This is an optimization exercise on Yosys and OpenROAD, whose aim is small area and a short achievable clock period, not a production implementation.
No functional check of the RTL was part of any run shown here.
Power is estimated from default activity; no workload was simulated.

## flow/design.v (module list and top-level ports; edited modules follow where they fit)
// module DSP: 2919 lines
// module dsp_ao21: 5 lines
// module dsp_faf: 8 lines
// module dsp_maj: 5 lines
// module dsp_fa: 6 lines
// module dsp_aoi_gt: 6 lines
// module dsp_aoi_g: 5 lines
// module dsp_oai_gt: 6 lines
// module dsp_oai_g: 5 lines
// module dsp_xor: 5 lines
// module dsp_mxi: 5 lines
// module dsp_xnor: 5 lines
module DSP(A,B,C,D,CLK,CARRYIN,OPMODE,BCIN,RSTA,RSTB,RSTM,RSTP,RSTC,RSTD,RSTCARRYIN,RSTOPMODE,
          CEA,CEB,CEM,CEP,CEC,CED,CECARRYIN,CEOPMODE,PCIN,BCOUT,PCOUT,P,M,CARRYOUT,CARRYOUTF);
  // ...
==> flow/flow/run.sh <==
#!/bin/bash
# Standard layout with two changes: the port buffers are plain buf_1 cells
# instead of the default delay buffers, and ABC maps for a lighter load, so
# that it picks the smaller cell sizes and leaves sizing to the resizer.
export BUFFER_PORTS_ARGS="-buffer_cell sky130_fd_sc_hd__buf_1"
bash standard.sh ABC_LOAD_IN_FF=1 finish > standard.log 2>&1
==> flow/standard.sh <==
#!/bin/bash
# synth_recipe.tcl (not shown) runs the flow's synth.tcl, then flattens the netlist and writes it again
# the make line also repeats each setting of config.mk as NAME=value (left out here)
make -C /OpenROAD-flow-scripts/flow DESIGN_CONFIG=/design/flow/config.mk WORK_HOME=/design/flow/orfs CLKGATE_MAP_FILE= SYNTH_SCRIPT=/design/flow/synth_recipe.tcl "${@:-finish}"
==> flow/config.mk <==
export PLATFORM = sky130hd
export DESIGN_NAME = DSP
export DESIGN_NICKNAME = DSP
export VERILOG_FILES = /design/flow/design.v
export SDC_FILE = /design/flow/constraint.sdc
export NUM_CORES = 4
export LEC_CHECK = 0
export CAP_MARGIN = 20
export CORE_MARGIN = 2
export CORE_UTILIZATION = 55
export SETUP_SLACK_MARGIN = 4.2
export SLEW_MARGIN = 20
export SYNTH_HIERARCHICAL = 1
export SYNTH_MINIMUM_KEEP_SIZE = 0
==> flow/constraint.sdc <==
create_clock -name core_clock -period 8.0 [get_ports {CLK}]
set_input_delay 1.6000 -clock core_clock [delete_from_list [all_inputs] [get_ports {CLK}]]
set_output_delay 1.6000 -clock core_clock [all_outputs]
set_load 0.01 [all_outputs]
==> flow_summary.json, run 1 <==
{
  "path_class": "reg -> out",
  "switchingPower_w": 0.00229,
  "reg2regPathDepth": 22,
  "hold_ws_ns": 0.508,
  "top_regs": "C_r: 48 flops, P_r: 48 flops, MS_r: 35 flops",
  "status": "finished clean",
  "cp_slowest_stage_delay_ns": 0.37,
  "clock_sinks": 224,
  "met3_length_um": 6690,
  "p_int_w": 0.00322,
  "nFillCells": 3416,
  "regArea_um2": 5280,
  "timing.hold.worst_path_depth": 2,
  "rsz0062_at_grt": "yes",
  "swShare": 0.415,
  "inv_count": 46,
  "seq_share": 0.189,
  "crit_fanout": 4,
  "cts-root-buf": "clkbuf_16",
  "wl_met2_um": 38000,
  "power.share.clock": 0.241,
  "synthAdderAreaFrac": 0.204,
  "cts_hold_buf": 0,
  "p_total_w": 0.00551,
  "mostFrequentLayoutCells": "546 x nand2_1, 302 x buf_1, 288 x xor2_1",
  "wl_met1_um": 32400,
  "grt_pass1_wl_um": 119000,
  "pg_seq_w": 0.00148,
  "ir_drop_uv": 163,
  "wl_per_cell_um": 22.4,
  "cp_num_buf_inv": 2,
  "design_area_um2": 28000,
  "critPathLaunch": "MC_r[9]$_SDFFE_PP1P_",
  "fp-row-count": 74,
  "gp_congestion": 1.02,
  "diodes": 3,
  "skew_ns": 0.0133
}
==> run 2: changes to the inputs <==
--- a/flow/design.v
+++ b/flow/design.v
@@ -1167,308 +1167,308 @@
     wire ts557;
     wire tc558;
     dsp_xnor u_ts1 (.a(ppn_0_1), .b(ppn_1_0), .y(ts1));
     assign tc2 = ppn_0_1 | ppn_1_0;
     dsp_fa u_ts3 (.a(ppn_0_2), .b(ppn_1_1), .c(ppn_2_0), .s(ts3), .co(tc4));
     dsp_xnor u_ts5 (.a(tc2), .b(ts3), .y(ts5));
     assign tc6 = tc2 | ts3;
     dsp_fa u_ts7 (.a(ppn_0_3), .b(ppn_1_2), .c(ppn_2_1), .s(ts7), .co(tc8));
-    dsp_fa u_ts9 (.a(ppn_3_0), .b(tc4), .c(ts7), .s(ts9), .co(tc10));
+    dsp_faf u_ts9 (.a(ppn_3_0), .b(tc4), .c(ts7), .s(ts9), .co(tc10));
     dsp_xnor u_ts11 (.a(tc6), .b(ts9), .y(ts11));
     assign tc12 = tc6 | ts9;
     dsp_fa u_ts13 (.a(ppn_0_4), .b(ppn_1_3), .c(ppn_2_2), .s(ts13), .co(tc14));
     dsp_fa u_ts15 (.a(ppn_3_1), .b(ppn_4_0), .c(tc8), .s(ts15), .co(tc16));
-    dsp_fa u_ts17 (.a(ts13), .b(tc10), .c(ts15), .s(ts17), .co(tc18));
+    dsp_faf u_ts17 (.a(ts13), .b(tc10), .c(ts15), .s(ts17), .co(tc18));
     dsp_xnor u_ts19 (.a(tc12), .b(ts17), .y(ts19));
     assign tc20 = tc12 | ts17;
     dsp_fa u_ts21 (.a(ppn_0_5), .b(ppn_1_4), .c(ppn_2_3), .s(ts21), .co(tc22));
     dsp_fa u_ts23 (.a(ppn_3_2), .b(ppn_4_1), .c(ppn_5_0), .s(ts23), .co(tc24));
-    dsp_fa u_ts25 (.a(tc14), .b(ts21), .c(ts23), .s(ts25), .co(tc26));
+    dsp_faf u_ts25 (.a(tc14), .b(ts21), .c(ts23), .s(ts25), .co(tc26));
     dsp_faf u_ts27 (.a(tc16), .b(ts25), .c(tc18), .s(ts27), .co(tc28));
-    dsp_xnor u_ts29 (.a(ts27), .b(tc20), .y(ts29));
-    assign tc30 = ts27 | tc20;
+    dsp_xnor u_ts29 (.a(tc20), .b(ts27), .y(ts29));
+    assign tc30 = tc20 | ts27;
     dsp_fa u_ts31 (.a(ppn_0_6), .b(ppn_1_5), .c(ppn_2_4), .s(ts31), .co(tc32));
     dsp_fa u_ts33 (.a(ppn_3_3), .b(ppn_4_2), .c(ppn_5_1), .s(ts33), .co(tc34));
     dsp_fa u_ts35 (.a(ppn_6_0), .b(tc22), .c(tc24), .s(ts35), .co(tc36));
-    dsp_fa u_ts37 (.a(ts31), .b(ts33), .c(tc26), .s(ts37), .co(tc38));
+    dsp_faf u_ts37 (.a(ts31), .b(ts33), .c(tc26), .s(ts37), .co(tc38));
     dsp_faf u_ts39 (.a(ts35), .b(ts37), .c(tc28), .s(ts39), .co(tc40));
     dsp_xnor u_ts41 (.a(tc30), .b(ts39), .y(ts41));
     assign tc42 = tc30 | ts39;
     dsp_fa u_ts43 (.a(ppn_0_7), .b(ppn_1_6), .c(ppn_2_5), .s(ts43), .co(tc44));
     dsp_fa u_ts45 (.a(ppn_3_4), .b(ppn_4_3), .c(ppn_5_2), .s(ts45), .co(tc46));
     dsp_fa u_ts47 (.a(ppn_6_1), .b(ppn_7_0), .c(tc32), .s(ts47), .co(tc48));
-    dsp_fa u_ts49 (.a(tc34), .b(ts43), .c(ts45), .s(ts49), .co(tc50));
-    dsp_faf u_ts51 (.a(tc36), .b(ts47), .c(ts49), .s(ts51), .co(tc52));
-    dsp_faf u_ts53 (.a(ts51), .b(tc38), .c(tc40), .s(ts53), .co(tc54));
+    dsp_faf u_ts49 (.a(tc34), .b(ts43), .c(ts45), .s(ts49), .co(tc50));
+    dsp_faf u_ts51 (.a(tc36), .b(ts49), .c(ts47), .s(ts51), .co(tc52));
+    dsp_faf u_ts53 (.a(tc38), .b(ts51), .c(tc40), .s(ts53), .co(tc54));
     dsp_xnor u_ts55 (.a(tc42), .b(ts53), .y(ts55));
     assign tc56 = tc42 | ts53;
     dsp_fa u_ts57 (.a(ppn_0_8), .b(ppn_1_7), .c(ppn_2_6), .s(ts57), .co(tc58));
     dsp_fa u_ts59 (.a(ppn_3_5), .b(ppn_4_4), .c(ppn_5_3), .s(ts59), .co(tc60));
     dsp_fa u_ts61 (.a(ppn_6_2), .b(ppn_7_1), .c(ppn_8_0), .s(ts61), .co(tc62));
-    dsp_fa u_ts63 (.a(tc44), .b(tc46), .c(ts57), .s(ts63), .co(tc64));
-    dsp_fa u_ts65 (.a(ts59), .b(ts61), .c(tc48), .s(ts65), .co(tc66));
-    dsp_faf u_ts67 (.a(tc50), .b(ts63), .c(tc52), .s(ts67), .co(tc68));
-    dsp_faf u_ts69 (.a(ts65), .b(ts67), .c(tc54), .s(ts69), .co(tc70));
+    dsp_faf u_ts63 (.a(tc44), .b(tc46), .c(ts57), .s(ts63), .co(tc64));
+    dsp_faf u_ts65 (.a(ts59), .b(ts61), .c(tc50), .s(ts65), .co(tc66));
+    dsp_faf u_ts67 (.a(tc48), .b(ts63), .c(ts65), .s(ts67), .co(tc68));
+    dsp_faf u_ts69 (.a(tc52), .b(ts67), .c(tc54), .s(ts69), .co(tc70));
     dsp_fa u_ts71 (.a(ppn_0_9), .b(ppn_1_8), .c(ppn_2_7), .s(ts71), .co(tc72));
     dsp_fa u_ts73 (.a(ppn_3_6), .b(ppn_4_5), .c(ppn_5_4), .s(ts73), .co(tc74));
     dsp_fa u_ts75 (.a(ppn_6_3), .b(ppn_7_2), .c(ppn_8_1), .s(ts75), .co(tc76));
     dsp_fa u_ts77 (.a(ppn_9_0), .b(tc58), .c(tc60), .s(ts77), .co(tc78));
-    dsp_fa u_ts79 (.a(tc62), .b(ts71), .c(ts73), .s(ts79), .co(tc80));
-    dsp_fa u_ts81 (.a(ts75), .b(tc64), .c(ts77), .s(ts81), .co(tc82));
-    dsp_faf u_ts83 (.a(ts79), .b(tc66), .c(ts81), .s(ts83), .co(tc84));
+    dsp_faf u_ts79 (.a(tc62), .b(ts71), .c(ts73), .s(ts79), .co(tc80));
+    dsp_faf u_ts81 (.a(ts75), .b(tc64), .c(ts79), .s(ts81), .co(tc82));
+    dsp_faf u_ts83 (.a(ts77), .b(tc66), .c(ts81), .s(ts83), .co(tc84));
     dsp_xnor u_ts85 (.a(tc68), .b(ts83), .y(ts85));
     assign tc86 = tc68 | ts83;
     dsp_fa u_ts87 (.a(ppn_0_10), .b(ppn_10_0), .c(ppn_1_9), .s(ts87), .co(tc88));
     dsp_fa u_ts89 (.a(ppn_2_8), .b(ppn_3_7), .c(ppn_4_6), .s(ts89), .co(tc90));
     dsp_fa u_ts91 (.a(ppn_5_5), .b(ppn_6_4), .c(ppn_7_3), .s(ts91), .co(tc92));
     dsp_fa u_ts93 (.a(ppn_8_2), .b(ppn_9_1), .c(tc72), .s(ts93), .co(tc94));
-    dsp_fa u_ts95 (.a(tc74), .b(tc76), .c(ts87), .s(ts95), .co(tc96));
-    dsp_fa u_ts97 (.a(ts89), .b(ts91), .c(tc78), .s(ts97), .co(tc98));
-    dsp_fa u_ts99 (.a(ts93), .b(tc80), .c(ts95), .s(ts99), .co(tc100));
-    dsp_faf u_ts101 (.a(tc82), .b(ts97), .c(ts99), .s(ts101), .co(tc102));
+    dsp_faf u_ts95 (.a(tc74), .b(tc76), .c(ts87), .s(ts95), .co(tc96));
+    dsp_faf u_ts97 (.a(ts89), .b(ts91), .c(tc80), .s(ts97), .co(tc98));
+    dsp_faf u_ts99 (.a(ts95), .b(tc78), .c(ts93), .s(ts99), .co(tc100));
+    dsp_faf u_ts101 (.a(ts97), .b(tc82), .c(ts99), .s(ts101), .co(tc102));
     dsp_xnor u_ts103 (.a(tc84), .b(ts101), .y(ts103));
     assign tc104 = tc84 | ts101;
     dsp_fa u_ts105 (.a(ppn_0_11), .b(ppn_10_1), .c(ppn_11_0), .s(ts105), .co(tc106));
     dsp_fa u_ts107 (.a(ppn_1_10), .b(ppn_2_9), .c(ppn_3_8), .s(ts107), .co(tc108));
     dsp_fa u_ts109 (.a(ppn_4_7), .b(ppn_5_6), .c(ppn_6_5), .s(ts109), .co(tc110));
     dsp_fa u_ts111 (.a(ppn_7_4), .b(ppn_8_3), .c(ppn_9_2), .s(ts111), .co(tc112));
     dsp_fa u_ts113 (.a(tc88), .b(tc90), .c(tc92), .s(ts113), .co(tc114));
-    dsp_fa u_ts115 (.a(ts105), .b(ts107), .c(ts109), .s(ts115), .co(tc116));
-    dsp_fa u_ts117 (.a(ts111), .b(tc94), .c(tc96), .s(ts117), .co(tc118));
-    dsp_faf u_ts119 (.a(ts113), .b(ts115), .c(tc98), .s(ts119), .co(tc120));
+    dsp_faf u_ts115 (.a(ts105), .b(ts107), .c(ts109), .s(ts115), .co(tc116));
+    dsp_faf u_ts117 (.a(ts111), .b(tc96), .c(tc94), .s(ts117), .co(tc118));
+    dsp_faf u_ts119 (.a(ts115), .b(ts113), .c(tc98), .s(ts119), .co(tc120));
     dsp_faf u_ts121 (.a(ts117), .b(tc100), .c(ts119), .s(ts121), .co(tc122));
     dsp_xnor u_ts123 (.a(tc102), .b(ts121), .y(ts123));
     assign tc124 = tc102 | ts121;
     dsp_fa u_ts125 (.a(ppn_0_12), .b(ppn_10_2), .c(ppn_11_1), .s(ts125), .co(tc126));
     dsp_fa u_ts127 (.a(ppn_12_0), .b(ppn_1_11), .c(ppn_2_10), .s(ts127), .co(tc128));
     dsp_fa u_ts129 (.a(ppn_3_9), .b(ppn_4_8), .c(ppn_5_7), .s(ts129), .co(tc130));
     dsp_fa u_ts131 (.a(ppn_6_6), .b(ppn_7_5), .c(ppn_8_4), .s(ts131), .co(tc132));
     dsp_fa u_ts133 (.a(ppn_9_3), .b(tc106), .c(tc108), .s(ts133), .co(tc134));
-    dsp_fa u_ts135 (.a(tc110), .b(tc112), .c(ts125), .s(ts135), .co(tc136));
-    dsp_fa u_ts137 (.a(ts127), .b(ts129), .c(ts131), .s(ts137), .co(tc138));
-    dsp_fa u_ts139 (.a(tc114), .b(tc116), .c(ts133), .s(ts139), .co(tc140));
-    dsp_faf u_ts141 (.a(ts135), .b(ts137), .c(tc118), .s(ts141), .co(tc142));
+    dsp_faf u_ts135 (.a(tc110), .b(tc112), .c(ts125), .s(ts135), .co(tc136));
+    dsp_faf u_ts137 (.a(ts127), .b(ts129), .c(ts131), .s(ts137), .co(tc138));
+    dsp_faf u_ts139 (.a(tc116), .b(ts135), .c(tc114), .s(ts139), .co(tc140));
+    dsp_faf u_ts141 (.a(ts137), .b(ts133), .c(tc118), .s(ts141), .co(tc142));
     dsp_faf u_ts143 (.a(ts139), .b(ts141), .c(tc120), .s(ts143), .co(tc144));
     dsp_xnor u_ts145 (.a(tc122), .b(ts143), .y(ts145));
     assign tc146 = tc122 | ts143;
     dsp_fa u_ts147 (.a(ppn_0_13), .b(ppn_10_3), .c(ppn_11_2), .s(ts147), .co(tc148));
     dsp_fa u_ts149 (.a(ppn_12_1), .b(ppn_13_0), .c(ppn_1_12), .s(ts149), .co(tc150));
     dsp_fa u_ts151 (.a(ppn_2_11), .b(ppn_3_10), .c(ppn_4_9), .s(ts151), .co(tc152));
     dsp_fa u_ts153 (.a(ppn_5_8), .b(ppn_6_7), .c(ppn_7_6), .s(ts153), .co(tc154));
     dsp_fa u_ts155 (.a(ppn_8_5), .b(ppn_9_4), .c(tc126), .s(ts155), .co(tc156));
     dsp_fa u_ts157 (.a(tc128), .b(tc130), .c(tc132), .s(ts157), .co(tc158));
-    dsp_fa u_ts159 (.a(ts147), .b(ts149), .c(ts151), .s(ts159), .co(tc160));
-    dsp_fa u_ts161 (.a(ts153), .b(tc134), .c(tc136), .s(ts161), .co(tc162));
-    dsp_fa u_ts163 (.a(ts155), .b(tc138), .c(ts157), .s(ts163), .co(tc164));
-    dsp_faf u_ts165 (.a(ts159), .b(tc140), .c(ts161), .s(ts165), .co(tc166));
+    dsp_faf u_ts159 (.a(ts147), .b(ts149), .c(ts151), .s(ts159), .co(tc160));
+    dsp_faf u_ts161 (.a(ts153), .b(tc136), .c(tc138), .s(ts161), .co(tc162));
+    dsp_faf u_ts163 (.a(tc134), .b(ts159), .c(ts155), .s(ts163), .co(tc164));
+    dsp_faf u_ts165 (.a(ts157), .b(tc140), .c(ts161), .s(ts165), .co(tc166));
     dsp_faf u_ts167 (.a(ts163), .b(tc142), .c(ts165), .s(ts167), .co(tc168));
     dsp_xnor u_ts169 (.a(tc144), .b(ts167), .y(ts169));
     assign tc170 = tc144 | ts167;
     dsp_fa u_ts171 (.a(ppn_0_14), .b(ppn_10_4), .c(ppn_11_3), .s(ts171), .co(tc172));
     dsp_fa u_ts173 (.a(ppn_12_2), .b(ppn_13_1), .c(ppn_14_0), .s(ts173), .co(tc174));
     dsp_fa u_ts175 (.a(ppn_1_13), .b(ppn_2_12), .c(ppn_3_11), .s(ts175), .co(tc176));
     dsp_fa u_ts177 (.a(ppn_4_10), .b(ppn_5_9), .c(ppn_6_8), .s(ts177), .co(tc178));
     dsp_fa u_ts179 (.a(ppn_7_7), .b(ppn_8_6), .c(ppn_9_5), .s(ts179), .co(tc180));
     dsp_fa u_ts181 (.a(tc148), .b(tc150), .c(tc152), .s(ts181), .co(tc182));
-    dsp_fa u_ts183 (.a(tc154), .b(ts171), .c(ts173), .s(ts183), .co(tc184));
-    dsp_fa u_ts185 (.a(ts175), .b(ts177), .c(ts179), .s(ts185), .co(tc186));
-    dsp_fa u_ts187 (.a(tc156), .b(tc158), .c(tc160), .s(ts187), .co(tc188));
-    dsp_faf u_ts189 (.a(ts181), .b(ts183), .c(ts185), .s(ts189), .co(tc190));
-    dsp_faf u_ts191 (.a(tc162), .b(tc164), .c(ts189), .s(ts191), .co(tc192));
-    dsp_faf u_ts193 (.a(ts187), .b(tc166), .c(ts191), .s(ts193), .co(tc194));
+    dsp_faf u_ts183 (.a(tc154), .b(ts171), .c(ts173), .s(ts183), .co(tc184));
+    dsp_faf u_ts185 (.a(ts175), .b(ts177), .c(ts179), .s(ts185), .co(tc186));
+    dsp_faf u_ts187 (.a(tc160), .b(tc156), .c(tc158), .s(ts187), .co(tc188));
+    dsp_faf u_ts189 (.a(ts183), .b(ts185), .c(ts181), .s(ts189), .co(tc190));
+    dsp_faf u_ts191 (.a(tc162), .b(tc164), .c(ts187), .s(ts191), .co(tc192));
+    dsp_faf u_ts193 (.a(ts189), .b(tc166), .c(ts191), .s(ts193), .co(tc194));
     dsp_xnor u_ts195 (.a(tc168), .b(ts193), .y(ts195));
     assign tc196 = tc168 | ts193;
     dsp_fa u_ts197 (.a(ppn_0_15), .b(ppn_10_5), .c(ppn_11_4), .s(ts197), .co(tc198));
     dsp_fa u_ts199 (.a(ppn_12_3), .b(ppn_13_2), .c(ppn_14_1), .s(ts199), .co(tc200));
     dsp_fa u_ts201 (.a(ppn_15_0), .b(ppn_1_14), .c(ppn_2_13), .s(ts201), .co(tc202));
     dsp_fa u_ts203 (.a(ppn_3_12), .b(ppn_4_11), .c(ppn_5_10), .s(ts203), .co(tc204));
     dsp_fa u_ts205 (.a(ppn_6_9), .b(ppn_7_8), .c(ppn_8_7), .s(ts205), .co(tc206));
     dsp_fa u_ts207 (.a(ppn_9_6), .b(tc172), .c(tc174), .s(ts207), .co(tc208));
     dsp_fa u_ts209 (.a(tc176), .b(tc178), .c(tc180), .s(ts209), .co(tc210));
-    dsp_fa u_ts211 (.a(ts197), .b(ts199), .c(ts201), .s(ts211), .co(tc212));
-    dsp_fa u_ts213 (.a(ts203), .b(ts205), .c(tc182), .s(ts213), .co(tc214));
-    dsp_fa u_ts215 (.a(tc184), .b(tc186), .c(ts207), .s(ts215), .co(tc216));
-    dsp_faf u_ts217 (.a(ts209), .b(ts211), .c(tc190), .s(ts217), .co(tc218));
-    dsp_faf u_ts219 (.a(tc188), .b(ts213), .c(ts215), .s(ts219), .co(tc220));
+    dsp_faf u_ts211 (.a(ts197), .b(ts199), .c(ts201), .s(ts211), .co(tc212));
+    dsp_faf u_ts213 (.a(ts203), .b(ts205), .c(tc184), .s(ts213), .co(tc214));
+    dsp_faf u_ts215 (.a(tc186), .b(tc182), .c(ts211), .s(ts215), .co(tc216));
+    dsp_faf u_ts217 (.a(ts207), .b(ts209), .c(ts213), .s(ts217), .co(tc218));
+    dsp_faf u_ts219 (.a(tc188), .b(tc190), .c(ts215), .s(ts219), .co(tc220));
     dsp_faf u_ts221 (.a(ts217), .b(tc192), .c(ts219), .s(ts221), .co(tc222));
     dsp_xnor u_ts223 (.a(tc194), .b(ts221), .y(ts223));
     assign tc224 = tc194 | ts221;
     dsp_fa u_ts225 (.a(ppn_0_16), .b(ppn_10_6), .c(ppn_11_5), .s(ts225), .co(tc226));
     dsp_fa u_ts227 (.a(ppn_12_4), .b(ppn_13_3), .c(ppn_14_2), .s(ts227), .co(tc228));
     dsp_fa u_ts229 (.a(ppn_15_1), .b(ppn_16_0), .c(ppn_1_15), .s(ts229), .co(tc230));
     dsp_fa u_ts231 (.a(ppn_2_14), .b(ppn_3_13), .c(ppn_4_12), .s(ts231), .co(tc232));
     dsp_fa u_ts233 (.a(ppn_5_11), .b(ppn_6_10), .c(ppn_7_9), .s(ts233), .co(tc234));
     dsp_fa u_ts235 (.a(ppn_8_8), .b(ppn_9_7), .c(tc198), .s(ts235), .co(tc236));
     dsp_fa u_ts237 (.a(tc200), .b(tc202), .c(tc204), .s(ts237), .co(tc238));
-    dsp_fa u_ts239 (.a(tc206), .b(ts225), .c(ts227), .s(ts239), .co(tc240));
-    dsp_fa u_ts241 (.a(ts229), .b(ts231), .c(ts233), .s(ts241), .co(tc242));
-    dsp_fa u_ts243 (.a(tc208), .b(tc210), .c(ts235), .s(ts243), .co(tc244));
-    dsp_faf u_ts245 (.a(tc212), .b(ts237), .c(ts239), .s(ts245), .co(tc246));
-    dsp_faf u_ts247 (.a(ts241), .b(tc214), .c(ts245), .s(ts247), .co(tc248));
-    dsp_faf u_ts249 (.a(tc216), .b(ts243), .c(tc218), .s(ts249), .co(tc250));
+    dsp_faf u_ts239 (.a(tc206), .b(ts225), .c(ts227), .s(ts239), .co(tc240));
+    dsp_faf u_ts241 (.a(ts229), .b(ts231), .c(ts233), .s(ts241), .co(tc242));
+    dsp_faf u_ts243 (.a(tc212), .b(tc208), .c(tc210), .s(ts243), .co(tc244));
+    dsp_faf u_ts245 (.a(ts239), .b(ts241), .c(ts235), .s(ts245), .co(tc246));
+    dsp_faf u_ts247 (.a(ts237), .b(tc214), .c(tc216), .s(ts247), .co(tc248));
+    dsp_faf u_ts249 (.a(ts243), .b(ts245), .c(tc218), .s(ts249), .co(tc250));
     dsp_faf u_ts251 (.a(ts247), .b(tc220), .c(ts249), .s(ts251), .co(tc252));
     dsp_xnor u_ts253 (.a(tc222), .b(ts251), .y(ts253));
     assign tc254 = tc222 | ts251;
     dsp_fa u_ts255 (.a(ppn_0_17), .b(ppn_10_7), .c(ppn_11_6), .s(ts255), .co(tc256));
     dsp_fa u_ts257 (.a(ppn_12_5), .b(ppn_13_4), .c(ppn_14_3), .s(ts257), .co(tc258));
     dsp_fa u_ts259 (.a(ppn_15_2), .b(ppn_16_1), .c(ppn_17_0), .s(ts259), .co(tc260));
     dsp_fa u_ts261 (.a(ppn_1_16), .b(ppn_2_15), .c(ppn_3_14), .s(ts261), .co(tc262));
     dsp_fa u_ts263 (.a(ppn_4_13), .b(ppn_5_12), .c(ppn_6_11), .s(ts263), .co(tc264));
     dsp_fa u_ts265 (.a(ppn_7_10), .b(ppn_8_9), .c(ppn_9_8), .s(ts265), .co(tc266));
     dsp_fa u_ts267 (.a(tc226), .b(tc228), .c(tc230), .s(ts267), .co(tc268));
-    dsp_fa u_ts269 (.a(tc232), .b(tc234), .c(ts255), .s(ts269), .co(tc270));
-    dsp_fa u_ts271 (.a(ts257), .b(ts259), .c(ts261), .s(ts271), .co(tc272));
-    dsp_fa u_ts273 (.a(ts263), .b(ts265), .c(tc236), .s(ts273), .co(tc274));
-    dsp_fa u_ts275 (.a(tc238), .b(tc240), .c(tc242), .s(ts275), .co(tc276));
-    dsp_faf u_ts277 (.a(ts267), .b(ts269), .c(ts271), .s(ts277), .co(tc278));
-    dsp_faf u_ts279 (.a(tc246), .b(ts273), .c(tc244), .s(ts279), .co(tc280));
-    dsp_faf u_ts281 (.a(ts277), .b(ts275), .c(tc248), .s(ts281), .co(tc282));
-    dsp_faf u_ts283 (.a(ts279), .b(ts281), .c(tc250), .s(ts283), .co(tc284));
+    dsp_faf u_ts269 (.a(tc232), .b(tc234), .c(ts255), .s(ts269), .co(tc270));
+    dsp_faf u_ts271 (.a(ts257), .b(ts259), .c(ts261), .s(ts271), .co(tc272));
+    dsp_faf u_ts273 (.a(ts263), .b(ts265), .c(tc240), .s(ts273), .co(tc274));
+    dsp_faf u_ts275 (.a(tc242), .b(tc236), .c(ts269), .s(ts275), .co(tc276));
+    dsp_faf u_ts277 (.a(tc238), .b(ts271), .c(ts267), .s(ts277), .co(tc278));
+    dsp_faf u_ts279 (.a(ts273), .b(tc244), .c(tc246), .s(ts279), .co(tc280));
+    dsp_faf u_ts281 (.a(ts275), .b(ts277), .c(tc248), .s(ts281), .co(tc282));
+    dsp_faf u_ts283 (.a(tc250), .b(ts279), .c(ts281), .s(ts283), .co(tc284));
     dsp_xnor u_ts285 (.a(tc252), .b(ts283), .y(ts285));
     assign tc286 = tc252 | ts283;
     dsp_fa u_ts287 (.a(ppn_10_8), .b(ppn_11_7), .c(ppn_12_6), .s(ts287), .co(tc288));
     dsp_fa u_ts289 (.a(ppn_13_5), .b(ppn_14_4), .c(ppn_15_3), .s(ts289), .co(tc290));
     dsp_fa u_ts291 (.a(ppn_16_2), .b(ppn_17_1), .c(ppn_1_17), .s(ts291), .co(tc292));
     dsp_fa u_ts293 (.a(ppn_2_16), .b(ppn_3_15), .c(ppn_4_14), .s(ts293), .co(tc294));
     dsp_fa u_ts295 (.a(ppn_5_13), .b(ppn_6_12), .c(ppn_7_11), .s(ts295), .co(tc296));
     dsp_fa u_ts297 (.a(ppn_8_10), .b(ppn_9_9), .c(tc256), .s(ts297), .co(tc298));
     dsp_fa u_ts299 (.a(tc258), .b(tc260), .c(tc262), .s(ts299), .co(tc300));
-    dsp_fa u_ts301 (.a(tc264), .b(tc266), .c(ts287), .s(ts301), .co(tc302));
-    dsp_fa u_ts303 (.a(ts289), .b(ts291), .c(ts293), .s(ts303), .co(tc304));
-    dsp_fa u_ts305 (.a(ts295), .b(tc268), .c(tc270), .s(ts305), .co(tc306));
-    dsp_fa u_ts307 (.a(ts297), .b(tc272), .c(ts299), .s(ts307), .co(tc308));
-    dsp_faf u_ts309 (.a(ts301), .b(ts303), .c(tc274), .s(ts309), .co(tc310));
-    dsp_faf u_ts311 (.a(tc278), .b(tc276), .c(ts305), .s(ts311), .co(tc312));
+    dsp_faf u_ts301 (.a(tc264), .b(tc266), .c(ts287), .s(ts301), .co(tc302));
+    dsp_faf u_ts303 (.a(ts289), .b(ts291), .c(ts293), .s(ts303), .co(tc304));
+    dsp_faf u_ts305 (.a(ts295), .b(tc270), .c(tc272), .s(ts305), .co(tc306));
+    dsp_faf u_ts307 (.a(ts301), .b(tc268), .c(ts303), .s(ts307), .co(tc308));
+    dsp_faf u_ts309 (.a(ts297), .b(ts299), .c(tc274), .s(ts309), .co(tc310));
+    dsp_faf u_ts311 (.a(tc276), .b(ts305), .c(tc278), .s(ts311), .co(tc312));
     dsp_faf u_ts313 (.a(ts307), .b(ts309), .c(tc280), .s(ts313), .co(tc314));
     dsp_faf u_ts315 (.a(ts311), .b(ts313), .c(tc282), .s(ts315), .co(tc316));
     dsp_xnor u_ts317 (.a(tc284), .b(ts315), .y(ts317));
     assign tc318 = tc284 | ts315;
     dsp_fa u_ts319 (.a(ppn_10_9), .b(ppn_11_8), .c(ppn_12_7), .s(ts319), .co(tc320));
     dsp_fa u_ts321 (.a(ppn_13_6), .b(ppn_14_5), .c(ppn_15_4), .s(ts321), .co(tc322));
     dsp_fa u_ts323 (.a(ppn_16_3), .b(ppn_17_2), .c(ppn_2_17), .s(ts323), .co(tc324));
     dsp_fa u_ts325 (.a(ppn_3_16), .b(ppn_4_15), .c(ppn_5_14), .s(ts325), .co(tc326));
     dsp_fa u_ts327 (.a(ppn_6_13), .b(ppn_7_12), .c(ppn_8_11), .s(ts327), .co(tc328));
     dsp_fa u_ts329 (.a(ppn_9_10), .b(tc288), .c(tc290), .s(ts329), .co(tc330));
     dsp_fa u_ts331 (.a(tc292), .b(tc294), .c(tc296), .s(ts331), .co(tc332));
-    dsp_fa u_ts333 (.a(ts319), .b(ts321), .c(ts323), .s(ts333), .co(tc334));
-    dsp_fa u_ts335 (.a(ts325), .b(ts327), .c(tc298), .s(ts335), .co(tc336));
-    dsp_fa u_ts337 (.a(tc300), .b(tc302), .c(tc304), .s(ts337), .co(tc338));
-    dsp_faf u_ts339 (.a(ts329), .b(ts331), .c(ts333), .s(ts339), .co(tc340));
-    dsp_faf u_ts341 (.a(ts335), .b(tc306), .c(ts339), .s(ts341), .co(tc342));
-    dsp_faf u_ts343 (.a(tc308), .b(ts337), .c(tc310), .s(ts343), .co(tc344));
-    dsp_faf u_ts345 (.a(tc312), .b(ts341), .c(ts343), .s(ts345), .co(tc346));
+    dsp_faf u_ts333 (.a(ts319), .b(ts321), .c(ts323), .s(ts333), .co(tc334));
+    dsp_faf u_ts335 (.a(ts325), .b(ts327), .c(tc302), .s(ts335), .co(tc336));
+    dsp_faf u_ts337 (.a(tc304), .b(tc298), .c(tc300), .s(ts337), .co(tc338));
+    dsp_faf u_ts339 (.a(ts333), .b(ts329), .c(ts331), .s(ts339), .co(tc340));
+    dsp_faf u_ts341 (.a(ts335), .b(tc306), .c(tc308), .s(ts341), .co(tc342));
+    dsp_faf u_ts343 (.a(ts337), .b(ts339), .c(tc310), .s(ts343), .co(tc344));
+    dsp_faf u_ts345 (.a(ts341), .b(tc312), .c(ts343), .s(ts345), .co(tc346));
     dsp_faf u_ts347 (.a(tc314), .b(ts345), .c(tc316), .s(ts347), .co(tc348));
     dsp_fa u_ts349 (.a(ppn_10_10), .b(ppn_11_9), .c(ppn_12_8), .s(ts349), .co(tc350));
     dsp_fa u_ts351 (.a(ppn_13_7), .b(ppn_14_6), .c(ppn_15_5), .s(ts351), .co(tc352));
     dsp_fa u_ts353 (.a(ppn_16_4), .b(ppn_17_3), .c(ppn_3_17), .s(ts353), .co(tc354));
     dsp_fa u_ts355 (.a(ppn_4_16), .b(ppn_5_15), .c(ppn_6_14), .s(ts355), .co(tc356));
     dsp_fa u_ts357 (.a(ppn_7_13), .b(ppn_8_12), .c(ppn_9_11), .s(ts357), .co(tc358));
     dsp_fa u_ts359 (.a(tc320), .b(tc322), .c(tc324), .s(ts359), .co(tc360));
-    dsp_fa u_ts361 (.a(tc326), .b(tc328), .c(ts349), .s(ts361), .co(tc362));
-    dsp_fa u_ts363 (.a(ts351), .b(ts353), .c(ts355), .s(ts363), .co(tc364));
-    dsp_fa u_ts365 (.a(ts357), .b(tc330), .c(tc332), .s(ts365), .co(tc366));
-    dsp_fa u_ts367 (.a(tc334), .b(ts359), .c(ts361), .s(ts367), .co(tc368));
-    dsp_faf u_ts369 (.a(ts363), .b(tc336), .c(tc340), .s(ts369), .co(tc370));
-    dsp_faf u_ts371 (.a(tc338), .b(ts365), .c(ts367), .s(ts371), .co(tc372));
+    dsp_faf u_ts361 (.a(tc326), .b(tc328), .c(ts349), .s(ts361), .co(tc362));
+    dsp_faf u_ts363 (.a(ts351), .b(ts353), .c(ts355), .s(ts363), .co(tc364));
+    dsp_faf u_ts365 (.a(ts357), .b(tc334), .c(ts361), .s(ts365), .co(tc366));
+    dsp_faf u_ts367 (.a(tc330), .b(tc332), .c(ts363), .s(ts367), .co(tc368));
+    dsp_faf u_ts369 (.a(ts359), .b(tc336), .c(tc338), .s(ts369), .co(tc370));
+    dsp_faf u_ts371 (.a(ts365), .b(tc340), .c(ts367), .s(ts371), .co(tc372));
     dsp_faf u_ts373 (.a(ts369), .b(tc342), .c(ts371), .s(ts373), .co(tc374));
     dsp_faf u_ts375 (.a(tc344), .b(ts373), .c(tc346), .s(ts375), .co(tc376));
     dsp_fa u_ts377 (.a(ppn_10_11), .b(ppn_11_10), .c(ppn_12_9), .s(ts377), .co(tc378));
     dsp_fa u_ts379 (.a(ppn_13_8), .b(ppn_14_7), .c(ppn_15_6), .s(ts379), .co(tc380));
     dsp_fa u_ts381 (.a(ppn_16_5), .b(ppn_17_4), .c(ppn_4_17), .s(ts381), .co(tc382));
     dsp_fa u_ts383 (.a(ppn_5_16), .b(ppn_6_15), .c(ppn_7_14), .s(ts383), .co(tc384));
     dsp_fa u_ts385 (.a(ppn_8_13), .b(ppn_9_12), .c(tc350), .s(ts385), .co(tc386));
     dsp_fa u_ts387 (.a(tc352), .b(tc354), .c(tc356), .s(ts387), .co(tc388));
-    dsp_fa u_ts389 (.a(tc358), .b(ts377), .c(ts379), .s(ts389), .co(tc390));
-    dsp_fa u_ts391 (.a(ts381), .b(ts383), .c(tc360), .s(ts391), .co(tc392));
-    dsp_fa u_ts393 (.a(tc362), .b(ts385), .c(tc364), .s(ts393), .co(tc394));
-    dsp_faf u_ts395 (.a(ts387), .b(ts389), .c(tc366), .s(ts395), .co(tc396));
-    dsp_faf u_ts397 (.a(ts391), .b(tc368), .c(ts393), .s(ts397), .co(tc398));
+    dsp_faf u_ts389 (.a(tc358), .b(ts377), .c(ts379), .s(ts389), .co(tc390));
+    dsp_faf u_ts391 (.a(ts381), .b(ts383), .c(tc362), .s(ts391), .co(tc392));
+    dsp_faf u_ts393 (.a(tc364), .b(tc360), .c(ts389), .s(ts393), .co(tc394));
+    dsp_faf u_ts395 (.a(ts385), .b(ts387), .c(ts391), .s(ts395), .co(tc396));
+    dsp_faf u_ts397 (.a(tc366), .b(tc368), .c(ts393), .s(ts397), .co(tc398));
     dsp_faf u_ts399 (.a(ts395), .b(tc370), .c(tc372), .s(ts399), .co(tc400));
     dsp_faf u_ts401 (.a(ts397), .b(ts399), .c(tc374), .s(ts401), .co(tc402));
     dsp_fa u_ts403 (.a(ppn_10_12), .b(ppn_11_11), .c(ppn_12_10), .s(ts403), .co(tc404));
     dsp_fa u_ts405 (.a(ppn_13_9), .b(ppn_14_8), .c(ppn_15_7), .s(ts405), .co(tc406));
     dsp_fa u_ts407 (.a(ppn_16_6), .b(ppn_17_5), .c(ppn_5_17), .s(ts407), .co(tc408));
     dsp_fa u_ts409 (.a(ppn_6_16), .b(ppn_7_15), .c(ppn_8_14), .s(ts409), .co(tc410));
     dsp_fa u_ts411 (.a(ppn_9_13), .b(tc378), .c(tc380), .s(ts411), .co(tc412));
-    dsp_fa u_ts413 (.a(tc382), .b(tc384), .c(ts403), .s(ts413), .co(tc414));
-    dsp_fa u_ts415 (.a(ts405), .b(ts407), .c(ts409), .s(ts415), .co(tc416));
-    dsp_fa u_ts417 (.a(tc386), .b(tc388), .c(tc390), .s(ts417), .co(tc418));
-    dsp_faf u_ts419 (.a(ts411), .b(ts413), .c(ts415), .s(ts419), .co(tc420));
-    dsp_faf u_ts421 (.a(tc392), .b(ts419), .c(tc394), .s(ts421), .co(tc422));
-    dsp_faf u_ts423 (.a(ts417), .b(tc396), .c(tc398), .s(ts423), .co(tc424));
-    dsp_faf u_ts425 (.a(ts421), .b(tc400), .c(ts423), .s(ts425), .co(tc426));
+    dsp_faf u_ts413 (.a(tc382), .b(tc384), .c(ts403), .s(ts413), .co(tc414));
+    dsp_faf u_ts415 (.a(ts405), .b(ts407), .c(ts409), .s(ts415), .co(tc416));
+    dsp_faf u_ts417 (.a(tc390), .b(tc386), .c(ts413), .s(ts417), .co(tc418));
+    dsp_faf u_ts419 (.a(tc388), .b(ts415), .c(ts411), .s(ts419), .co(tc420));
+    dsp_faf u_ts421 (.a(tc392), .b(tc394), .c(ts417), .s(ts421), .co(tc422));
+    dsp_faf u_ts423 (.a(tc396), .b(ts419), .c(tc398), .s(ts423), .co(tc424));
+    dsp_faf u_ts425 (.a(ts421), .b(ts423), .c(tc400), .s(ts425), .co(tc426));
     dsp_fa u_ts427 (.a(ppn_10_13), .b(ppn_11_12), .c(ppn_12_11), .s(ts427), .co(tc428));
     dsp_fa u_ts429 (.a(ppn_13_10), .b(ppn_14_9), .c(ppn_15_8), .s(ts429), .co(tc430));
     dsp_fa u_ts431 (.a(ppn_16_7), .b(ppn_17_6), .c(ppn_6_17), .s(ts431), .co(tc432));
     dsp_fa u_ts433 (.a(ppn_7_16), .b(ppn_8_15), .c(ppn_9_14), .s(ts433), .co(tc434));
     dsp_fa u_ts435 (.a(tc404), .b(tc406), .c(tc408), .s(ts435), .co(tc436));
-    dsp_fa u_ts437 (.a(tc410), .b(ts427), .c(ts429), .s(ts437), .co(tc438));
-    dsp_fa u_ts439 (.a(ts431), .b(ts433), .c(tc412), .s(ts439), .co(tc440));
-    dsp_fa u_ts441 (.a(tc414), .b(tc416), .c(ts435), .s(ts441), .co(tc442));
-    dsp_faf u_ts443 (.a(ts437), .b(tc420), .c(tc418), .s(ts443), .co(tc444));
-    dsp_faf u_ts445 (.a(ts439), .b(ts441), .c(tc422), .s(ts445), .co(tc446));
-    dsp_faf u_ts447 (.a(ts443), .b(ts445), .c(tc424), .s(ts447), .co(tc448));
+    dsp_faf u_ts437 (.a(tc410), .b(ts427), .c(ts429), .s(ts437), .co(tc438));
+    dsp_faf u_ts439 (.a(ts431), .b(ts433), .c(tc414), .s(ts439), .co(tc440));
+    dsp_faf u_ts441 (.a(tc416), .b(tc412), .c(ts437), .s(ts441), .co(tc442));
+    dsp_faf u_ts443 (.a(ts435), .b(ts439), .c(tc418), .s(ts443), .co(tc444));
+    dsp_faf u_ts445 (.a(tc420), .b(ts441), .c(ts443), .s(ts445), .co(tc446));
+    dsp_faf u_ts447 (.a(tc422), .b(ts445), .c(tc424), .s(ts447), .co(tc448));
     dsp_fa u_ts449 (.a(ppn_10_14), .b(ppn_11_13), .c(ppn_12_12), .s(ts449), .co(tc450));
     dsp_fa u_ts451 (.a(ppn_13_11), .b(ppn_14_10), .c(ppn_15_9), .s(ts451), .co(tc452));
     dsp_fa u_ts453 (.a(ppn_16_8), .b(ppn_17_7), .c(ppn_7_17), .s(ts453), .co(tc454));
     dsp_fa u_ts455 (.a(ppn_8_16), .b(ppn_9_15), .c(tc428), .s(ts455), .co(tc456));
     dsp_fa u_ts457 (.a(tc430), .b(tc432), .c(tc434), .s(ts457), .co(tc458));
-    dsp_fa u_ts459 (.a(ts449), .b(ts451), .c(ts453), .s(ts459), .co(tc460));
-    dsp_fa u_ts461 (.a(tc436), .b(ts455), .c(tc438), .s(ts461), .co(tc462));
-    dsp_faf u_ts463 (.a(ts457), .b(ts459), .c(tc440), .s(ts463), .co(tc464));
+    dsp_faf u_ts459 (.a(ts449), .b(ts451), .c(ts453), .s(ts459), .co(tc460));
+    dsp_faf u_ts461 (.a(tc438), .b(tc436), .c(ts459), .s(ts461), .co(tc462));
+    dsp_faf u_ts463 (.a(ts455), .b(ts457), .c(tc440), .s(ts463), .co(tc464));
     dsp_faf u_ts465 (.a(tc442), .b(ts461), .c(ts463), .s(ts465), .co(tc466));
-    dsp_faf u_ts467 (.a(tc444), .b(ts465), .c(tc446), .s(ts467), .co(tc468));
+    dsp_faf u_ts467 (.a(tc444), .b(tc446), .c(ts465), .s(ts467), .co(tc468));
     dsp_fa u_ts469 (.a(ppn_10_15), .b(ppn_11_14), .c(ppn_12_13), .s(ts469), .co(tc470));
     dsp_fa u_ts471 (.a(ppn_13_12), .b(ppn_14_11), .c(ppn_15_10), .s(ts471), .co(tc472));
     dsp_fa u_ts473 (.a(ppn_16_9), .b(ppn_17_8), .c(ppn_8_17), .s(ts473), .co(tc474));
     dsp_fa u_ts475 (.a(ppn_9_16), .b(tc450), .c(tc452), .s(ts475), .co(tc476));
-    dsp_fa u_ts477 (.a(tc454), .b(ts469), .c(ts471), .s(ts477), .co(tc478));
-    dsp_fa u_ts479 (.a(ts473), .b(tc456), .c(tc458), .s(ts479), .co(tc480));
-    dsp_faf u_ts481 (.a(tc460), .b(ts475), .c(ts477), .s(ts481), .co(tc482));
-    dsp_faf u_ts483 (.a(ts481), .b(tc462), .c(ts479), .s(ts483), .co(tc484));
+    dsp_faf u_ts477 (.a(tc454), .b(ts469), .c(ts471), .s(ts477), .co(tc478));
+    dsp_faf u_ts479 (.a(ts473), .b(tc460), .c(tc456), .s(ts479), .co(tc480));
+    dsp_faf u_ts481 (.a(tc458), .b(ts477), .c(ts475), .s(ts481), .co(tc482));
+    dsp_faf u_ts483 (.a(tc462), .b(ts479), .c(ts481), .s(ts483), .co(tc484));
     dsp_faf u_ts485 (.a(tc464), .b(ts483), .c(tc466), .s(ts485), .co(tc486));
     dsp_fa u_ts487 (.a(ppn_10_16), .b(ppn_11_15), .c(ppn_12_14), .s(ts487), .co(tc488));
     dsp_fa u_ts489 (.a(ppn_13_13), .b(ppn_14_12), .c(ppn_15_11), .s(ts489), .co(tc490));
     dsp_fa u_ts491 (.a(ppn_16_10), .b(ppn_17_9), .c(ppn_9_17), .s(ts491), .co(tc492));
     dsp_fa u_ts493 (.a(tc470), .b(tc472), .c(tc474), .s(ts493), .co(tc494));
-    dsp_fa u_ts495 (.a(ts487), .b(ts489), .c(ts491), .s(ts495), .co(tc496));
-    dsp_fa u_ts497 (.a(tc476), .b(tc478), .c(ts493), .s(ts497), .co(tc498));
-    dsp_faf u_ts499 (.a(ts495), .b(tc480), .c(tc482), .s(ts499), .co(tc500));
-    dsp_faf u_ts501 (.a(ts497), .b(tc484), .c(ts499), .s(ts501), .co(tc502));
+    dsp_faf u_ts495 (.a(ts487), .b(ts489), .c(ts491), .s(ts495), .co(tc496));
+    dsp_faf u_ts497 (.a(tc478), .b(tc476), .c(ts495), .s(ts497), .co(tc498));
+    dsp_faf u_ts499 (.a(ts493), .b(tc480), .c(tc482), .s(ts499), .co(tc500));
+    dsp_faf u_ts501 (.a(ts497), .b(ts499), .c(tc484), .s(ts501), .co(tc502));
     dsp_fa u_ts503 (.a(ppn_10_17), .b(ppn_11_16), .c(ppn_12_15), .s(ts503), .co(tc504));
     dsp_fa u_ts505 (.a(ppn_13_14), .b(ppn_14_13), .c(ppn_15_12), .s(ts505), .co(tc506));
     dsp_fa u_ts507 (.a(ppn_16_11), .b(ppn_17_10), .c(tc488), .s(ts507), .co(tc508));
-    dsp_fa u_ts509 (.a(tc490), .b(tc492), .c(ts503), .s(ts509), .co(tc510));
-    dsp_fa u_ts511 (.a(ts505), .b(tc494), .c(ts507), .s(ts511), .co(tc512));
-    dsp_faf u_ts513 (.a(tc496), .b(ts509), .c(tc498), .s(ts513), .co(tc514));
+    dsp_faf u_ts509 (.a(tc490), .b(tc492), .c(ts503), .s(ts509), .co(tc510));
+    dsp_faf u_ts511 (.a(ts505), .b(tc496), .c(ts509), .s(ts511), .co(tc512));
+    dsp_faf u_ts513 (.a(tc494), .b(ts507), .c(tc498), .s(ts513), .co(tc514));
     dsp_faf u_ts515 (.a(ts511), .b(ts513), .c(tc500), .s(ts515), .co(tc516));
     dsp_fa u_ts517 (.a(ppn_11_17), .b(ppn_12_16), .c(ppn_13_15), .s(ts517), .co(tc518));
     dsp_fa u_ts519 (.a(ppn_14_14), .b(ppn_15_13), .c(ppn_16_12), .s(ts519), .co(tc520));
     dsp_fa u_ts521 (.a(ppn_17_11), .b(tc504), .c(tc506), .s(ts521), .co(tc522));
-    dsp_fa u_ts523 (.a(ts517), .b(ts519), .c(tc508), .s(ts523), .co(tc524));
-    dsp_faf u_ts525 (.a(tc510), .b(ts521), .c(ts523), .s(ts525), .co(tc526));
+    dsp_faf u_ts523 (.a(ts517), .b(ts519), .c(tc510), .s(ts523), .co(tc524));
+    dsp_faf u_ts525 (.a(tc508), .b(ts521), .c(ts523), .s(ts525), .co(tc526));
     dsp_faf u_ts527 (.a(tc512), .b(ts525), .c(tc514), .s(ts527), .co(tc528));
     dsp_fa u_ts529 (.a(ppn_12_17), .b(ppn_13_16), .c(ppn_14_15), .s(ts529), .co(tc530));
     dsp_fa u_ts531 (.a(ppn_15_14), .b(ppn_16_13), .c(ppn_17_12), .s(ts531), .co(tc532));
-    dsp_fa u_ts533 (.a(tc518), .b(tc520), .c(ts529), .s(ts533), .co(tc534));
-    dsp_fa u_ts535 (.a(ts531), .b(tc522), .c(ts533), .s(ts535), .co(tc536));
+    dsp_faf u_ts533 (.a(tc518), .b(tc520), .c(ts529), .s(ts533), .co(tc534));
+    dsp_faf u_ts535 (.a(ts531), .b(ts533), .c(tc522), .s(ts535), .co(tc536));
     dsp_faf u_ts537 (.a(tc524), .b(ts535), .c(tc526), .s(ts537), .co(tc538));
     dsp_fa u_ts539 (.a(ppn_13_17), .b(ppn_14_16), .c(ppn_15_15), .s(ts539), .co(tc540));
     dsp_fa u_ts541 (.a(ppn_16_14), .b(ppn_17_13), .c(tc530), .s(ts541), .co(tc542));
-    dsp_fa u_ts543 (.a(tc532), .b(ts539), .c(tc534), .s(ts543), .co(tc544));
-    dsp_faf u_ts545 (.a(ts541), .b(tc536), .c(ts543), .s(ts545), .co(tc546));
+    dsp_faf u_ts543 (.a(tc532), .b(ts539), .c(tc534), .s(ts543), .co(tc544));
+    dsp_faf u_ts545 (.a(ts541), .b(ts543), .c(tc536), .s(ts545), .co(tc546));
     dsp_fa u_ts547 (.a(ppn_14_17), .b(ppn_15_16), .c(ppn_16_15), .s(ts547), .co(tc548));
-    dsp_fa u_ts549 (.a(ppn_17_14), .b(tc540), .c(ts547), .s(ts549), .co(tc550));
+    dsp_faf u_ts549 (.a(ppn_17_14), .b(tc540), .c(ts547), .s(ts549), .co(tc550));
     dsp_faf u_ts551 (.a(tc542), .b(ts549), .c(tc544), .s(ts551), .co(tc552));
     dsp_fa u_ts553 (.a(ppn_15_17), .b(ppn_16_16), .c(ppn_17_15), .s(ts553), .co(tc554));
-    dsp_fa u_ts555 (.a(tc548), .b(ts553), .c(tc550), .s(ts555), .co(tc556));
+    dsp_faf u_ts555 (.a(tc548), .b(ts553), .c(tc550), .s(ts555), .co(tc556));
     dsp_fa u_ts557 (.a(ppn_16_17), .b(ppn_17_16), .c(tc554), .s(ts557), .co(tc558));
-    wire [34:0] row0 = {ppn_17_17, ts557, ts555, ts551, ts545, ts537, ts527, tc502, ts501, ts485, ts467, ts447, tc402, ts401, ts375, tc318, tc286, tc254, tc224, tc196, tc170, tc146, tc124, tc104, tc86, ts85, tc56, ts55, ts41, ts29, ts19, ts11, ts5, ts1, ppn_0_0};
-    wire [26:0] row1 = {tc558, tc556, tc552, tc546, tc538, tc528, tc516, ts515, tc486, tc468, tc448, tc426, ts425, tc376, tc348, ts347, ts317, ts285, ts253, ts223, ts195, ts169, ts145, ts123, ts103, tc70, ts69};
+    wire [34:0] row0 = {ppn_17_17, ts557, ts555, ts551, ts545, ts537, ts527, ts515, tc486, tc468, ts467, ts447, ts425, ts401, ts375, tc318, tc286, tc254, tc224, tc196, tc170, tc146, tc124, tc104, tc86, ts85, tc56, ts55, ts41, ts29, ts19, ts11, ts5, ts1, ppn_0_0};
+    wire [26:0] row1 = {tc558, tc556, tc552, tc546, tc538, tc528, tc516, tc502, ts501, ts485, tc448, tc426, tc402, tc376, tc348, ts347, ts317, ts285, ts253, ts223, ts195, ts169, ts145, ts123, ts103, tc70, ts69};
     wire [35:0] mprod;
     wire ma_gn0_0;
     wire ma_gn0_1;
     wire ma_tn0_1;
     wire ma_p_1;
     wire ma_gn0_2;
     wire ma_tn0_2;
     wire ma_p_2;
@@ -2017,78 +2017,34 @@
     assign ma_s_21 = ma_p_22 ^ ma_g5_21;
     assign ma_s_22 = ma_p_23 ^ ma_g5_22;
     assign ma_s_23 = ma_p_24 ^ ma_g5_23;
     assign ma_s_24 = ma_p_25 ^ ma_g5_24;
     assign ma_s_25 = ma_p_26 ^ ma_g5_25;
     assign ma_s_26 = ma_p_27 ^ ma_g5_26;
     assign ma_s_27 = ma_p_28 ^ ma_g5_27;
     wire [35:0] msum = {ma_s_27, ma_s_26, ma_s_25, ma_s_24, ma_s_23, ma_s_22, ma_s_21, ma_s_20, ma_s_19, ma_s_18, ma_s_17, ma_s_16, ma_s_15, ma_s_14, ma_s_13, ma_s_12, ma_s_11, ma_s_10, ma_s_9, ma_s_8, ma_s_7, ma_s_6, ma_s_5, ma_s_4, ma_s_3, ma_s_2, ma_s_1, ma_s_0, MS_r[7], MS_r[6], MS_r[5], MS_r[4], MS_r[3], MS_r[2], MS_r[1], MS_r[0]};
-    assign mprod = ~msum;
+    wire [35:0] mraw = ~msum;
+    assign mprod = mraw & {36{~M_z}};
     assign M = mprod;
-    reg [47:0] X, Zr;
+    reg [47:0] X, Z;
     always @(*) begin
         case (OP_r[1:0])
         2'd0: X = 48'd0;
-        2'd1: X = {{12{mprod[35]}}, mprod};
+        2'd1: X = M_z ? 48'd0 : {{12{mraw[35]}}, mraw};
         2'd2: X = P_r;
         default: X = {D_r[11:0], (A_r & {18{~A_z}}), B_r};
         endcase
-        Zr = (OP_r[3:2] == 2'd2) ? P_r : (OP_r[3:2] == 2'd3) ? (C_r & {48{~C_z}}) : 48'd0;
+        case (OP_r[3:2])
+        2'd0: Z = 48'd0;
+        2'd1: Z = PCIN;
+        2'd2: Z = P_r;
+        default: Z = (C_r & {48{~C_z}});
+        endcase
     end
-    wire [47:0] Z;
-    wire zpc = (OP_r[3:2] == 2'd1);
-    dsp_ao21 u_z0 (.a(PCIN[0]), .s(zpc), .r(Zr[0]), .y(Z[0]));
-    dsp_ao21 u_z1 (.a(PCIN[1]), .s(zpc), .r(Zr[1]), .y(Z[1]));
-    dsp_ao21 u_z2 (.a(PCIN[2]), .s(zpc), .r(Zr[2]), .y(Z[2]));
-    dsp_ao21 u_z3 (.a(PCIN[3]), .s(zpc), .r(Zr[3]), .y(Z[3]));
-    dsp_ao21 u_z4 (.a(PCIN[4]), .s(zpc), .r(Zr[4]), .y(Z[4]));
-    dsp_ao21 u_z5 (.a(PCIN[5]), .s(zpc), .r(Zr[5]), .y(Z[5]));
-    dsp_ao21 u_z6 (.a(PCIN[6]), .s(zpc), .r(Zr[6]), .y(Z[6]));
-    dsp_ao21 u_z7 (.a(PCIN[7]), .s(zpc), .r(Zr[7]), .y(Z[7]));
-    dsp_ao21 u_z8 (.a(PCIN[8]), .s(zpc), .r(Zr[8]), .y(Z[8]));
-    dsp_ao21 u_z9 (.a(PCIN[9]), .s(zpc), .r(Zr[9]), .y(Z[9]));
-    dsp_ao21 u_z10 (.a(PCIN[10]), .s(zpc), .r(Zr[10]), .y(Z[10]));
-    dsp_ao21 u_z11 (.a(PCIN[11]), .s(zpc), .r(Zr[11]), .y(Z[11]));
-    dsp_ao21 u_z12 (.a(PCIN[12]), .s(zpc), .r(Zr[12]), .y(Z[12]));
-    dsp_ao21 u_z13 (.a(PCIN[13]), .s(zpc), .r(Zr[13]), .y(Z[13]));
-    dsp_ao21 u_z14 (.a(PCIN[14]), .s(zpc), .r(Zr[14]), .y(Z[14]));
-    dsp_ao21 u_z15 (.a(PCIN[15]), .s(zpc), .r(Zr[15]), .y(Z[15]));
-    dsp_ao21 u_z16 (.a(PCIN[16]), .s(zpc), .r(Zr[16]), .y(Z[16]));
-    dsp_ao21 u_z17 (.a(PCIN[17]), .s(zpc), .r(Zr[17]), .y(Z[17]));
-    dsp_ao21 u_z18 (.a(PCIN[18]), .s(zpc), .r(Zr[18]), .y(Z[18]));
-    dsp_ao21 u_z19 (.a(PCIN[19]), .s(zpc), .r(Zr[19]), .y(Z[19]));
-    dsp_ao21 u_z20 (.a(PCIN[20]), .s(zpc), .r(Zr[20]), .y(Z[20]));
-    dsp_ao21 u_z21 (.a(PCIN[21]), .s(zpc), .r(Zr[21]), .y(Z[21]));
-    dsp_ao21 u_z22 (.a(PCIN[22]), .s(zpc), .r(Zr[22]), .y(Z[22]));
-    dsp_ao21 u_z23 (.a(PCIN[23]), .s(zpc), .r(Zr[23]), .y(Z[23]));
-    dsp_ao21 u_z24 (.a(PCIN[24]), .s(zpc), .r(Zr[24]), .y(Z[24]));
-    dsp_ao21 u_z25 (.a(PCIN[25]), .s(zpc), .r(Zr[25]), .y(Z[25]));
-    dsp_ao21 u_z26 (.a(PCIN[26]), .s(zpc), .r(Zr[26]), .y(Z[26]));
-    dsp_ao21 u_z27 (.a(PCIN[27]), .s(zpc), .r(Zr[27]), .y(Z[27]));
-    dsp_ao21 u_z28 (.a(PCIN[28]), .s(zpc), .r(Zr[28]), .y(Z[28]));
-    dsp_ao21 u_z29 (.a(PCIN[29]), .s(zpc), .r(Zr[29]), .y(Z[29]));
-    dsp_ao21 u_z30 (.a(PCIN[30]), .s(zpc), .r(Zr[30]), .y(Z[30]));
-    dsp_ao21 u_z31 (.a(PCIN[31]), .s(zpc), .r(Zr[31]), .y(Z[31]));
-    dsp_ao21 u_z32 (.a(PCIN[32]), .s(zpc), .r(Zr[32]), .y(Z[32]));
-    dsp_ao21 u_z33 (.a(PCIN[33]), .s(zpc), .r(Zr[33]), .y(Z[33]));
-    dsp_ao21 u_z34 (.a(PCIN[34]), .s(zpc), .r(Zr[34]), .y(Z[34]));
-    dsp_ao21 u_z35 (.a(PCIN[35]), .s(zpc), .r(Zr[35]), .y(Z[35]));
-    dsp_ao21 u_z36 (.a(PCIN[36]), .s(zpc), .r(Zr[36]), .y(Z[36]));
-    dsp_ao21 u_z37 (.a(PCIN[37]), .s(zpc), .r(Zr[37]), .y(Z[37]));
-    dsp_ao21 u_z38 (.a(PCIN[38]), .s(zpc), .r(Zr[38]), .y(Z[38]));
-    dsp_ao21 u_z39 (.a(PCIN[39]), .s(zpc), .r(Zr[39]), .y(Z[39]));
-    dsp_ao21 u_z40 (.a(PCIN[40]), .s(zpc), .r(Zr[40]), .y(Z[40]));
-    dsp_ao21 u_z41 (.a(PCIN[41]), .s(zpc), .r(Zr[41]), .y(Z[41]));
-    dsp_ao21 u_z42 (.a(PCIN[42]), .s(zpc), .r(Zr[42]), .y(Z[42]));
-    dsp_ao21 u_z43 (.a(PCIN[43]), .s(zpc), .r(Zr[43]), .y(Z[43]));
-    dsp_ao21 u_z44 (.a(PCIN[44]), .s(zpc), .r(Zr[44]), .y(Z[44]));
-    dsp_ao21 u_z45 (.a(PCIN[45]), .s(zpc), .r(Zr[45]), .y(Z[45]));
-    dsp_ao21 u_z46 (.a(PCIN[46]), .s(zpc), .r(Zr[46]), .y(Z[46]));
-    dsp_ao21 u_z47 (.a(PCIN[47]), .s(zpc), .r(Zr[47]), .y(Z[47]));
     wire sub = OP_r[7];
     wire [47:0] Zs = Z ^ {48{sub}};
     wire pp_gn0_0;
     wire pp_gn0_1;
     wire pp_tn0_1;
     wire pp_p_1;
     wire pp_gn0_2;
     wire pp_tn0_2;
@@ -2900,33 +2856,28 @@
     always @(posedge CLK) begin
         if (RSTD) D_r <= 18'd0; else if (CED) D_r <= D;
         if (RSTC) C_z <= 1'b1; else if (CEC) C_z <= 1'b0;
         if (CEC) C_r <= C;
         if (RSTOPMODE) OP_r <= 8'd0; else if (CEOPMODE) OP_r <= OPMODE;
         if (RSTA) A_z <= 1'b1; else if (CEA) A_z <= 1'b0;
         if (CEA) A_r <= A;
         if (RSTB) B_r <= 18'd0; else if (CEB) B_r <= B_n;
-        if (RSTM | (CEM & A_z)) begin MS_r <= {35{1'b1}}; MC_r <= {27{1'b1}}; end
-        else if (CEM) begin MS_r <= row0; MC_r <= row1; end
+        if (RSTM | (CEM & A_z)) M_z <= 1'b1; else if (CEM) M_z <= 1'b0;
+        if (CEM) begin MS_r <= row0; MC_r <= row1; end
         if (RSTCARRYIN) begin CYI_r <= 1'b0; CYO_r <= 1'b0; end
         else if (CECARRYIN) begin CYI_r <= OP_r[5]; CYO_r <= cout; end
         if (RSTP) P_r <= 48'd0; else if (CEP) P_r <= psum;
     end
     assign P = P_r;
     assign PCOUT = P_r;
     assign BCOUT = B_r;
     assign CARRYOUT = CYO_r;
     assign CARRYOUTF = CYO_r;
 endmodule
-module dsp_ao21(a, s, r, y);
-    input a, s, r;
-    output y;
-    assign y = (a & s) | r;
-endmodule
 module dsp_faf(a, b, c, s, co);
     input a, b, c;
     output s, co;
     wire t;
     dsp_xor u1 (.a(a), .b(b), .y(t));
     dsp_xor u2 (.a(t), .b(c), .y(s));
     dsp_maj u3 (.a(a), .b(b), .c(c), .y(co));
 endmodule
==> flow/flow/run.sh (replaced) <==
#!/bin/bash
# Standard layout, but the port buffers are plain buf_1 cells instead of
# the default delay buffers.
export BUFFER_PORTS_ARGS="-buffer_cell sky130_fd_sc_hd__buf_1"
bash standard.sh > standard.log 2>&1
==> flow/config.mk (replaced) <==
export PLATFORM = sky130hd
export DESIGN_NAME = DSP
export DESIGN_NICKNAME = DSP
export VERILOG_FILES = /design/flow/design.v
export SDC_FILE = /design/flow/constraint.sdc
export NUM_CORES = 4
export LEC_CHECK = 0
export CAP_MARGIN = 20
export CORE_MARGIN = 2
export CORE_UTILIZATION = 55
export SETUP_SLACK_MARGIN = 3.9
export SLEW_MARGIN = 20
export SYNTH_HIERARCHICAL = 1
export SYNTH_MINIMUM_KEEP_SIZE = 0
==> run 2 against run 1 <==
Against the previous run:
- still clean on timing, DRC and antenna
- core utilization is 4.5 points lower
- first-iteration DRC count is 5.3% lower
- total power is 21% higher
- sequential cell count is 1 higher
- via count is 1.3% higher
- non-clock buffer count is 50 lower
- count of clock-buffer cells in the layout is 11 higher
- largest power group unchanged
- die area is 7.2% higher
- highest routed layer unchanged
- critical path depth stayed put
==> flow_summary.json, run 2 <==
{
  "vias": 21900,
  "gp_congestion": 0.931,
  "max_freq_mhz": 238,
  "ant_nets": 0,
  "wl_per_cell_um": 22.4,
  "post-place-ws_ns": 3.08,
  "top_regs": "C_r: 48 flops, P_r: 48 flops, MS_r: 35 flops",
  "io_pins": 346,
  "skew_ns": 0.0165,
  "r2r-end": "MS_r[8]$_DFFE_PP_",
  "slew_viol_final": 0,
  "rsz0062_at_grt": "yes",
  "worstHoldStart": "B_r[5]$_SDFFE_PP0P_",
  "ys.flop_type": "edfxtp_1",
  "hold_viol_final": 0,
  "syn_area_um2": 24600,
  "routed_wl_um": 83000,
  "grt_max_degree": 73,
  "design_area_um2": 28200,
  "cp_slowest_stage_delay_ns": 0.50,
  "mostFrequentLayoutCells": "509 x nand2_1, 422 x xor2_1, 311 x buf_1",
  "cts_tree": "done",
  "cts_buffer_depth": 3,
  "timing.hold.worst_path_depth": 2,
  "yosys-top-cells-area": "edfxtp_1 16%, xor2_1 16%, fa_1 10%",
  "grt-ovfl-total": 0,
  "yosysMostFrequentCell": "nand2_1",
  "dpl_cell_area_um2": 25900,
  "reg2regPathDepth": 9,
  "placed_cells": 3584,
  "areaGrowthSynthToFinish_pct": 14.9,
  "synthArstFlopShare": 0,
  "period_share": 0.525,
  "crit_arrival_ns": 2.60,
  "fp-row-count": 77,
  "portBuffers": 326,
  "status": "finished clean",
  "cap_violations": 0,
  "cts-root-buf": "clkbuf_16",
  "nFillCells": 3909,
  "mostFrequentLayoutCell": "nand2_1",
  "end_kind": "output port",
  "synth.avg_cell_area_um2": 8.69,
  "grtUsageTotal": 0.349,
  "synth_warnings": 7,
  "slowest_stage": "edfxtp_1",
  "r2r_start": "B_r[1]$_SDFFE_PP0P_",
  "clock_sinks": 225,
  "post-route-min-period_ns": 4.20,
  "path_cells": "nor2_4 -> o21ai_2 -> a21oi_2 -> o21ai_2 -> a21oi_2 -> o21ai_2 -> xor2_2 -> nor2_1 -> clkbuf_2",
  "drtPass1Iterations": 6,
  "crit_fanout": 3,
  "yosysUniqueCellTypes": 45,
  "diodes": 0,
  "p_leak_nw": 9.43,
  "clk_pin_slew_worst_paths_ns": 0.06,
  "core_um2": 44100,
  "grt_pass1_vias": 21600,
  "dp_hpwl_um": 61600,
  "die_y_um": 215,
  "start_util": 0.557,
  "path_class": "reg -> out",
  "synth_common_cells": "516 x nand2_1, 435 x xor2_1, 319 x nor2_1, 134 x maj3_2",
  "crit_top_cell": "o21ai_2",
  "yosysSeqAreaShare": 0.236,
  "fp.dieW_um": 215,
  "ir_drop_uv": 173,
  "worstMarginPinSlew_ns": 1.03,
  "grt_pass1_wl_um": 125000,
  "rrSetupSlack_ns": 4.03,
  "yosys.area.top_type_share": 0.156
}
[run 2: cell types whose count changed in the layout (fill, tap and decap cells not counted), moves of 37 or more]
cell      change
a21o_1       -48
a21oi_1      -49
a21oi_2      +80
a22o_1       -49
edfxtp_1     +62
fa_1         -63
maj3_2       +67
nand2_1      -37
nor2b_1      +55
o21ai_1      -90
o21ai_2      +96
xor2_1      +134
[run 2: kinds of logic after synthesis]
group           count (synthesis)  share of synthesized area
other cells                     2                   0.000306
compound gates                480                      0.153
mux                            90                     0.0367
fa+ha+maj                     262                      0.166
flops                         225                      0.236
simple gates                 1000                      0.174
buf+inv                       237                     0.0462
xor+xnor                      530                      0.189
[run 2: modules after synthesis (local to each module, per instance), excerpt]
module / flip-flops and latches / cells
dsp_aoi_g: 0 / 1
dsp_fa: 0 / 1
dsp_xor: 0 / 1
dsp_oai_g: 0 / 1
dsp_xnor: 0 / 1
dsp_maj: 0 / 1
DSP: 225 / 1709
[run 2: repair_timing]
item / 4_1_cts / 5_1_grt
hold buffers: 0 / 0
resized for setup: 66 / 117
endpoints found under the setup margin: 59 / 63
setup buffers: 47 / 26
pin swaps: 20 / 34
[run 2: how the worst max path moves through the flow]
stage	start	endpoint	cells past startpoint
3_3_place_gp	PCIN[0]	P_r[32]$_SDFFE_PP0P_	14
3_5_place_dp	PCIN[0]	P_r[32]$_SDFFE_PP0P_	14
2_1_floorplan	PCIN[0]	P_r[32]$_SDFFE_PP0P_	13
6_report	MS_r[13]$_DFFE_PP_	M[24]	9
4_1_cts	MC_r[1]$_DFFE_PP_	M[35]	9
5_1_grt	MS_r[12]$_DFFE_PP_	M[25]	10
[run 2: per-layer routing]
layer	global-route usage	share of wire	up-vias
li1	-	-	9973
met1	0.468	0.41	10700
met2	0.560	0.46	1044
met3	0.0698	0.092	199
met4	0.124	0.037	10
met5	0	0.00082	-
[run 2: critical path: cells and delay by family, from the launching register on]
family / cells / cell delay [ns]
compound gates: 5 / 0.68
flops: 1 / 0.50
simple gates: 2 / 0.32
xor+xnor: 1 / 0.31
buf+inv: 1 / 0.17
[run 2: area by class of cell]
type / count / area (um2) / share of cell area
clock buffers: 42 / 856 / 0.0303
clock inverters: 12 / 136 / 0.00483
inverters: 31 / 119 / 0.00421
multi-input cells: 2370 / 18300 / 0.650
flip-flops and latches: 225 / 5800 / 0.206
well taps: 592 / 741 / 0.0263
repair buffers: 439 / 2230 / 0.0792
[run 2: where the power goes]
| group | switching (W) | internal [W] |
|---|---|---|
| Clock | 0.000562 | 0.000810 |
| Sequential | 0.000221 | 0.00148 |
| Combinational | 0.00219 | 0.00139 |
| Total | 0.00298 | 0.00368 |
[run 2: per-stage QoR]
stage	total power [W]	utilization	hold slack (ns)
5_1_grt	0.00700	0.639	0.526
3_5_place_dp	0.00481	0.586	0.472
3_3_place_gp	0.00475	0.586	0.473
6_report	0.00666	0.639	0.483
4_1_cts	0.00640	0.626	0.483
2_1_floorplan	0.00398	-	0.450
